This is an optimization exercise on Yosys and OpenROAD, whose aim is small area and a short achievable clock period, not a production implementation.
Only simulation tests tie the RTL to the original design; equivalence was not proved.

Design DCT, start of the top module:
module DCT(clk,rst_n,ena,done,
  data_in0,data_in1,data_in2,data_in3,data_in4,data_in5,data_in6,data_in7,
  data_out0,data_out1,data_out2,data_out3,data_out4,data_out5,data_out6,data_out7);
Settings: LEC_CHECK=0, CAP_MARGIN=10, CORE_MARGIN=2, CORE_UTILIZATION=40, CTS_CLUSTER_DIAMETER=70, CTS_CLUSTER_SIZE=30, SETUP_SLACK_MARGIN=1.75, SLEW_MARGIN=10, SYNTH_HIERARCHICAL=1, SYNTH_MINIMUM_KEEP_SIZE=0; clock period 4.5 ns.
standard.sh (not shown) runs the stock make flow with config.mk's settings and CLKGATE_MAP_FILE= SYNTH_SCRIPT=/design/flow/synth_recipe.tcl, a recipe that flattens the netlist after the stock synthesis.
==> flow/flow/run.sh <==
#!/bin/bash
# The standard layout, with plain buf_1 cells as the input/output port buffers
# (the standard flow picks a larger delay-buffer cell for them).
set -euo pipefail
export BUFFER_PORTS_ARGS="-buffer_cell sky130_fd_sc_hd__buf_1"
bash standard.sh > standard.log 2>&1
Change:
--- a/flow/config.mk
+++ b/flow/config.mk
@@ -8 +8 @@
-export CAP_MARGIN = 10
+export CAP_MARGIN = 20
@@ -10,5 +10,4 @@
-export CORE_UTILIZATION = 40
-export CTS_CLUSTER_DIAMETER = 70
-export CTS_CLUSTER_SIZE = 30
-export SETUP_SLACK_MARGIN = 1.75
-export SLEW_MARGIN = 10
+export CORE_UTILIZATION = 60
+export PLACE_DENSITY = 0.75
+export SETUP_SLACK_MARGIN = 1.5
+export SLEW_MARGIN = 20
Outcome:
- The changed run finished with timing, DRC and antenna clean
- non-clock buffer count is lower by 42
- setup slack gets worse by 0.16 ns
- sequential share of layout area climbs by 0.57 points
- critical path depth grows by 2
- cell area is lower by about 2.8%
- clock-buffer cell count went up by 24
Change:
--- a/flow/config.mk
+++ b/flow/config.mk
@@ -10,2 +10 @@
-export CORE_UTILIZATION = 60
-export PLACE_DENSITY = 0.75
+export CORE_UTILIZATION = 40
What happened: Routed wire length is higher by 7.1%; fmax falls by 0.51%; clock-buffer cell count increases by 2; core utilization goes down by 21 points; worst setup slack degrades by 0.015 ns; sequential share of layout area fell by 0.58 points; die area increases by 49%; worst hold slack got worse by 0.013 ns; area after synthesis stays the same.

* * *

Setup of the previous run:
Another version of the RTL of DCT (not shown whole).
Size: ~600 flip-flops, ~230 I/O pins, roughly 29000 um2 of cells after synthesis.
Settings: LEC_CHECK=0, CAP_MARGIN=20, CORE_MARGIN=2, CORE_UTILIZATION=40, SETUP_SLACK_MARGIN=2.0, SLEW_MARGIN=20, SYNTH_HIERARCHICAL=1, SYNTH_MINIMUM_KEEP_SIZE=0; clock period 4.5 ns.
run.sh (not shown) runs the stock make flow with config.mk's settings and CLKGATE_MAP_FILE= SYNTH_SCRIPT=/design/flow/synth_recipe.tcl, a recipe that flattens the netlist after the stock synthesis.
Stock flow here: none of the scripts above is used.
The previous run | stages: all done | timing, DRC, antenna: all pass
Inputs modified between the previous run and the current run:
--- a/flow/config.mk
+++ b/flow/config.mk
@@ -9,5 +9,5 @@
 export CORE_MARGIN = 2
 export CORE_UTILIZATION = 40
-export SETUP_SLACK_MARGIN = 2.0
+export SETUP_SLACK_MARGIN = 1.0
 export SLEW_MARGIN = 20
 export SYNTH_HIERARCHICAL = 1
Notes after the runs:
Buffer share of cell area, the current run and the previous run, higher one = the previous run. Re TritonCTS sink count: no difference whatsoever between the previous run and the current run. Cmp the current run vs the previous run: quantity of gates resized following cts lower in the current run. Count of input and output buffers came out exactly the same in the current run and the previous run. Comparing the previous run against the current run, there is no change at all in I/O pin total. Of the current run and the previous run, it is the current run that has the higher final-layout worst hold slack.

* * *

Setup of fjord:
DCT, a different RTL version from the one above (not shown whole).
For scale: ~2100 cells after synthesis, about 370 flip-flops, about 230 I/O pins, roughly 25000 um2 of cells after synthesis.
export LEC_CHECK = 0
export CAP_MARGIN = 20
export CORE_MARGIN = 2
export CORE_UTILIZATION = 40
export CTS_CLUSTER_DIAMETER = 70
export CTS_CLUSTER_SIZE = 30
export SETUP_SLACK_MARGIN = 1.75
export SLEW_MARGIN = 20
export SYNTH_HIERARCHICAL = 1
export SYNTH_MINIMUM_KEEP_SIZE = 0
create_clock -name core_clock -period 4.5 [get_ports {clk}]
standard.sh (not shown) runs the stock make flow with config.mk's settings and CLKGATE_MAP_FILE= SYNTH_SCRIPT=/design/flow/synth_recipe.tcl, a recipe that flattens the netlist after the stock synthesis.
Scripts as last shown in full above: flow/flow/run.sh
> inputs changed (fjord -> garnet)
Settings: TNS_END_PERCENT now 20, previously not set.
garnet vs. fjord: final wirelength increased by about 0.36% relative to the old numbers.
Timing, DRC, antenna: 0 failures across garnet and fjord
The hold slack in garnet sits 0.020 ns above the value recorded for fjord.
Inputs modified between garnet and maple:
Settings: a change of SETUP_SLACK_MARGIN from 1.75 to 1.5; a deleted TNS_END_PERCENT that had been 20.
==> run notes <==
- Against garnet, maple reports a worst slew margin relative to its limit that is lower.
- Summary of maple over garnet: worst hold slack down 0.011 ns; area taken by multi-input logic gates fell by 170 um2; total wirelength of the detailed-routed design down about 1.6%.
- Design area came out lower on maple than on garnet.
- The via count reported for maple is lower than the one for garnet.
- Between garnet and maple, the fraction of area in registers figures differ only marginally.
- ~same overall track demand over capacity in global routing in maple and garnet
- maple gives less detailed placer's ending HPWL than garnet did.
- The cell area after technology mapping of garnet and that of maple are within noise of each other.
What amber does differently from maple at the input level:
Settings: SETUP_SLACK_MARGIN now 1.75, was 1.5; PLACE_DENSITY now 0.7, previously not set.
### Flow results
- The count of placed standard cells including taps of maple and that of amber are within noise of each other.
- Delta (amber minus maple): number of gates on the worst path with buffers counted has decreased, total CTS buffers shrank by 16%.
- Between maple and amber, the flow reports final cell count increasing slightly.
- Compared with maple, amber ends up with a larger final cell area.

static timing again, ports no longer ideal:
The results above use ideal ports. As a check the final layouts listed here were re-extracted and re-timed, cells and wires unchanged.
Step 1 sets driving cells, clkbuf_16 on the clock port and buf_2 on the other inputs (assumed; they add their load-dependent delay and slew).
Step 2 times the ports against the registers' clock, not the clock port: input delays grow and output delays shrink by t, the midpoint of the rising clock arrivals with the driver on.
Three values: ideal, step 1, step 2; two values: the first two.
run	t, ns	slack for setup (ns)	worst slew at a driven data input, ns
the first run of note 1	0.625	1.746 / 1.692 / 1.067	0.13
the second run of note 1	0.624	1.587 / 1.552 / 0.928	0.11
the third run of note 1	0.640	1.572 / 1.570 / 0.930	0.12
the previous run	0.661	1.516 / 1.516 / 1.516	0.06
the current run	0.655	1.189 / 1.189 / 1.189	0.09
fjord	0.679	1.707 / 1.707 / 1.596	0.10
garnet	0.651	1.702 / 1.702 / 1.607	0.12
maple	0.659	1.605 / 1.605 / 1.534	0.11
amber	0.639	1.660 / 1.660 / 1.555	0.11
After both steps every run listed still meets setup and hold. The setup slack of the first run of note 1, which loses most, moves by -0.054 ns with the drivers and by -0.679 ns with both steps.
